Source: an optimization exercise on an open RTL-to-GDS flow (aim: small area, a short achievable clock period and few clock cycles per item). Production flows keep margins and buffers that such runs may drop. Function was not checked in any run shown here: the RTL went through the layout flow alone.

==> flow/design.v, too long to show whole: its modules and the start of the top module <==
// module ysyx_041461_CSA: 10 lines
// module ysyx_041461_PGn: 11 lines
// module ysyx_041461_PGp: 11 lines
// module ysyx_041461_HA: 9 lines
// module ysyx_041461_MUL: 1674 lines
module ysyx_041461_MUL(
    input  wire   [0:0]  clk             ,
    input  wire   [0:0]  rst             ,
    input  wire   [0:0]  MUL_valid_in    ,
    input  wire   [1:0]  MUL_signed      ,
    input  wire   [63:0] MUL_multiplicand,
    input  wire   [63:0] MUL_multiplier  ,
    output wire   [0:0]  MUL_valid_out   ,
    output wire   [63:0] MUL_result_hi   ,
    output wire   [63:0] MUL_result_lo
);
  // ...
==> flow/run.sh <==
#!/bin/bash
# synth_recipe.tcl (not shown) runs the flow's synth.tcl, then flattens the netlist and writes it again
# the make line also repeats each setting of config.mk as NAME=value (left out here)
make -C /OpenROAD-flow-scripts/flow DESIGN_CONFIG=/design/flow/config.mk WORK_HOME=/design/flow/orfs CLKGATE_MAP_FILE= SYNTH_SCRIPT=/design/flow/synth_recipe.tcl finish
==> flow/config.mk <==
export PLATFORM = sky130hd
export DESIGN_NAME = ysyx_041461_MUL
export DESIGN_NICKNAME = ysyx_041461_MUL
export VERILOG_FILES = /design/flow/design.v
export SDC_FILE = /design/flow/constraint.sdc
export NUM_CORES = 4
export LEC_CHECK = 0
export CAP_MARGIN = 20
export CELL_PAD_IN_SITES_DETAIL_PLACEMENT = 1
export CELL_PAD_IN_SITES_GLOBAL_PLACEMENT = 2
export CORE_MARGIN = 2
export CORE_UTILIZATION = 40
export CTS_CLUSTER_DIAMETER = 100
export CTS_CLUSTER_SIZE = 25
export SETUP_SLACK_MARGIN = 5
export SLEW_MARGIN = 20
export SYNTH_HIERARCHICAL = 1
==> flow/constraint.sdc <==
create_clock -name core_clock -period 8.0 [get_ports {clk}]
set_input_delay 1.6000 -clock core_clock [delete_from_list [all_inputs] [get_ports {clk}]]
set_output_delay 1.6000 -clock core_clock [all_outputs]
set_load 0.01 [all_outputs]
==> impl_metrics.tcl, run 1 <==
set metrics [dict create \
    final_nets 2627 \
    worstSetupPathType "register to register" \
    crit_end "C[38]" \
    boundaryPins 262 \
    critical_path_cell_count 7 \
    place_area_um2 25800 \
    tapCellCount 756 \
    dieArea_um2 59200 \
    fillCellCount 5923 \
    final_cells 2915 \
    postSynthCellCount 2002 \
    worst_hold_path_type "register to register" \
    cp_slowest_stage_delay_ps 560 \
    critical_path.slowest_cell "dfrtp_4" \
    final_layout_size_suffix_gt1_share_pct 13.4 \
    status "finished clean" \
    cts_setup_buffers 22 \
    layout.cell_area.non_filler_um2 27100 \
    leakage_nw 10.5 \
    worst-endpoint-required_ps 8510 \
    final_util_pct 48.0 \
    critical_path_buf_inv_count 2 \
    drcViolationCount 0 \
    power.sequential.fraction_pct 52.1 \
    io_buffer_count 261 \
    top_power_group "sequential cells" \
    starting_utilization_of_the_core_area_pct 40.5 \
    drt.antenna.violating_nets 0 \
    grt_usage_pct 26.4 \
    netlist_area_um2 22900 \
    clkTransAtPathRegs_ps 90 \
    totalPowerFinal_w 0.00416 \
    maxSlewHeadroom_pct 55.0 \
    final_clock_period_utilization_by_the_worst_path_pct 37.9 \
    power_frac_clock_pct 30.8 \
    finalHoldViolCount 0 \
    finalClockSkew_ps 21.9 \
]
==> run 2, diff against run 1 <==
--- a/flow/config.mk
+++ b/flow/config.mk
@@ -9,7 +9,7 @@
 export CELL_PAD_IN_SITES_DETAIL_PLACEMENT = 1
 export CELL_PAD_IN_SITES_GLOBAL_PLACEMENT = 2
 export CORE_MARGIN = 2
-export CORE_UTILIZATION = 40
+export CORE_UTILIZATION = 30
 export CTS_CLUSTER_DIAMETER = 100
 export CTS_CLUSTER_SIZE = 25
 export SETUP_SLACK_MARGIN = 5
==> impl_metrics.tcl, run 2 <==
set metrics [dict create \
    global_route_wire_length_before_repair_um 123000 \
    totalPowerFinal_w 0.00453 \
    cp_slowest_stage_delay_ps 560 \
    starting_utilization_of_the_core_area_pct 30.2 \
    cts.root.buffer_cell "clkbuf_16" \
    via_count_of_the_first_global_routing_pass 18200 \
    layout_commonest_cell "dfxtp_1" \
    vias_per_cell 5.21 \
    max_slew.worst_pin.slew_ps 601 \
    most-common-layout-cells "dfxtp_1, xnor2_1, a22oi_1" \
    maxSlewHeadroom_pct 59.9 \
    drt_first_pass_iters 5 \
    finalClockSkew_ps 44.9 \
    total_power_divided_by_cell_area_nw_per_um2 163 \
    final_nets 2638 \
    crit_path_end_kind "register" \
    period_needed_ps 3010 \
    die-width_um 280 \
    drcViolationCount 0 \
    leakage_nw 10.8 \
    gp_congestion 0.797 \
    clock_sink_count 369 \
    critical_path.cell_chain "and2_4 > buf_12 > a22o_1 > fa_2 > fa_2 > fa_2 > fa_1" \
    postSynthCellCount 2002 \
    core_um2 75700 \
    top_regs "C x75, S x75, hi x66" \
    grt_overflow 0 \
    multi_input_area_um2 14700 \
    worstSetupPathType "register to register" \
    setup_total_negative_slack_ps 0 \
    drt.antenna.violating_nets 0 \
    clkTransAtPathRegs_ps 100 \
    clock_tree_from_tritoncts "done" \
    max-vdd-ir-drop_v 0.000160 \
    slew_violations 0 \
    setup_viol_count_final 0 \
    drt_iter0_markers 1083 \
    critical_path.slowest_cell "dfrtp_4" \
    clock_tree.htree_level_count 1 \
    detailed_place_hpwl_um 55200 \
    final_layout_size_suffix_gt1_share_pct 13.7 \
    die_h_um 280 \
    max_clock_freq_ghz 0.333 \
    io_buffer_count 261 \
    crit_path_max_fanout 11 \
    synth-warning-count 7 \
    fillCellCount 8084 \
    boundaryPins 262 \
    floorplan.rows 101 \
    worst_hold_path_type "register to register" \
    insertion_delay_ps 640 \
    dieArea_um2 78500 \
    worst-endpoint-arrival_ps 3510 \
    status "finished clean" \
    worst-endpoint-required_ps 8500 \
    unrepaired_setup_endpoints_after_global_routing "yes" \
    grt_usage_pct 21.1 \
    worst_path_most_repeated_cell "fa_2" \
    crit_path_start_kind "register" \
    synthToLayoutAreaGrowth_pct 21.3 \
    netlist_area_um2 22900 \
    routedWlPerCell_um 27.1 \
    cts_made_buffers 28 \
    seq_area_um2 7490 \
    postSynthAreaPerCell_um2 11.4 \
    final_clock_period_utilization_by_the_worst_path_pct 37.6 \
    drv.max_cap_violation_count 0 \
    pin_count_of_the_biggest_net_entering_global_routing 66 \
    antenna_found_initial 5 \
    drt-total-wl_um 85400 \
    finalHoldViolCount 0 \
    holdBufCountCts 0 \
    route.vias.total 16500 \
    clock_tree.buffer_depth 3 \
]
run 2: cell type report:
class                      instances  area share [%]
clock buffer                      28            2.52
clock inverter                    22            1.22
tap                              978            4.41
antenna                            1         0.00901
inverter                          23           0.342
sequential                       369            27.0
multi-input combinational       1431            53.0
timing repair buffer             306            11.5
run 2: worst max-delay path, delay by kind of cell (launching register included):
kind,cells,cell delay (ps)
AOI/OAI and AO/OA,1,210
adders and majority gates,4,1750
buffers and inverters,1,150
DFF,1,560
and+or+nand+nor,1,220
run 2: what timing repair did:
action | CTS | global route
setup buffers | 21 | 14
endpoints found under the setup margin | 278 | 83
gates resized for setup | 159 | 22
pin swaps | 2 | 4
cloned | 2 | 1
run 2: routing by layer:
layer  share of wire (%)  wire (µm)  global-route usage (%)  vias up
li1                    -          -                       -     7179
met1                  43      36500                    27.5     8664
met2                  49      41800                    36.3      497
met3                 5.1       4360                    3.01      114
met4                 3.2       2770                    6.33        2
met5               0.014         12                       0        -
run 2: per-stage QoR:
step	worst slack, ps	std cells	utilization, %	hold slack (ps)	instance area (µm²)
after floorplan	5010	2006	-	329	22900
after CTS	4910	3142	36.3	332	27500
after detailed placement	4060	3069	34.4	338	26100
after global placement	4100	3069	34.4	333	26100
final	4990	3158	36.7	333	27800
after global routing	4930	3157	36.7	340	27800
run 2: worst paths after layout:
| path | end | cells past startpoint | startpoint | slack (ps) |
|---|---|---|---|---|
| setup / recovery | C[9] | 7 | ph[1] | 4990 |
| hold / removal | Q[32] | 0 | Q[40] | 330 |
| setup reg to reg | C[9] | 7 | ph[1] | 4990 |
| hold reg to reg | Q[32] | 0 | Q[40] | 330 |
| max in group asynchronous | idle | 2 | rst[0] | 6420 |
| min in group asynchronous | ph[3] | 2 | rst[0] | 1260 |
run 2: report_power, final:
part | internal, W | switching [W]
registers | 0.00202 | 0.000155
logic | 0.000344 | 0.000383
clock network | 0.000748 | 0.000880
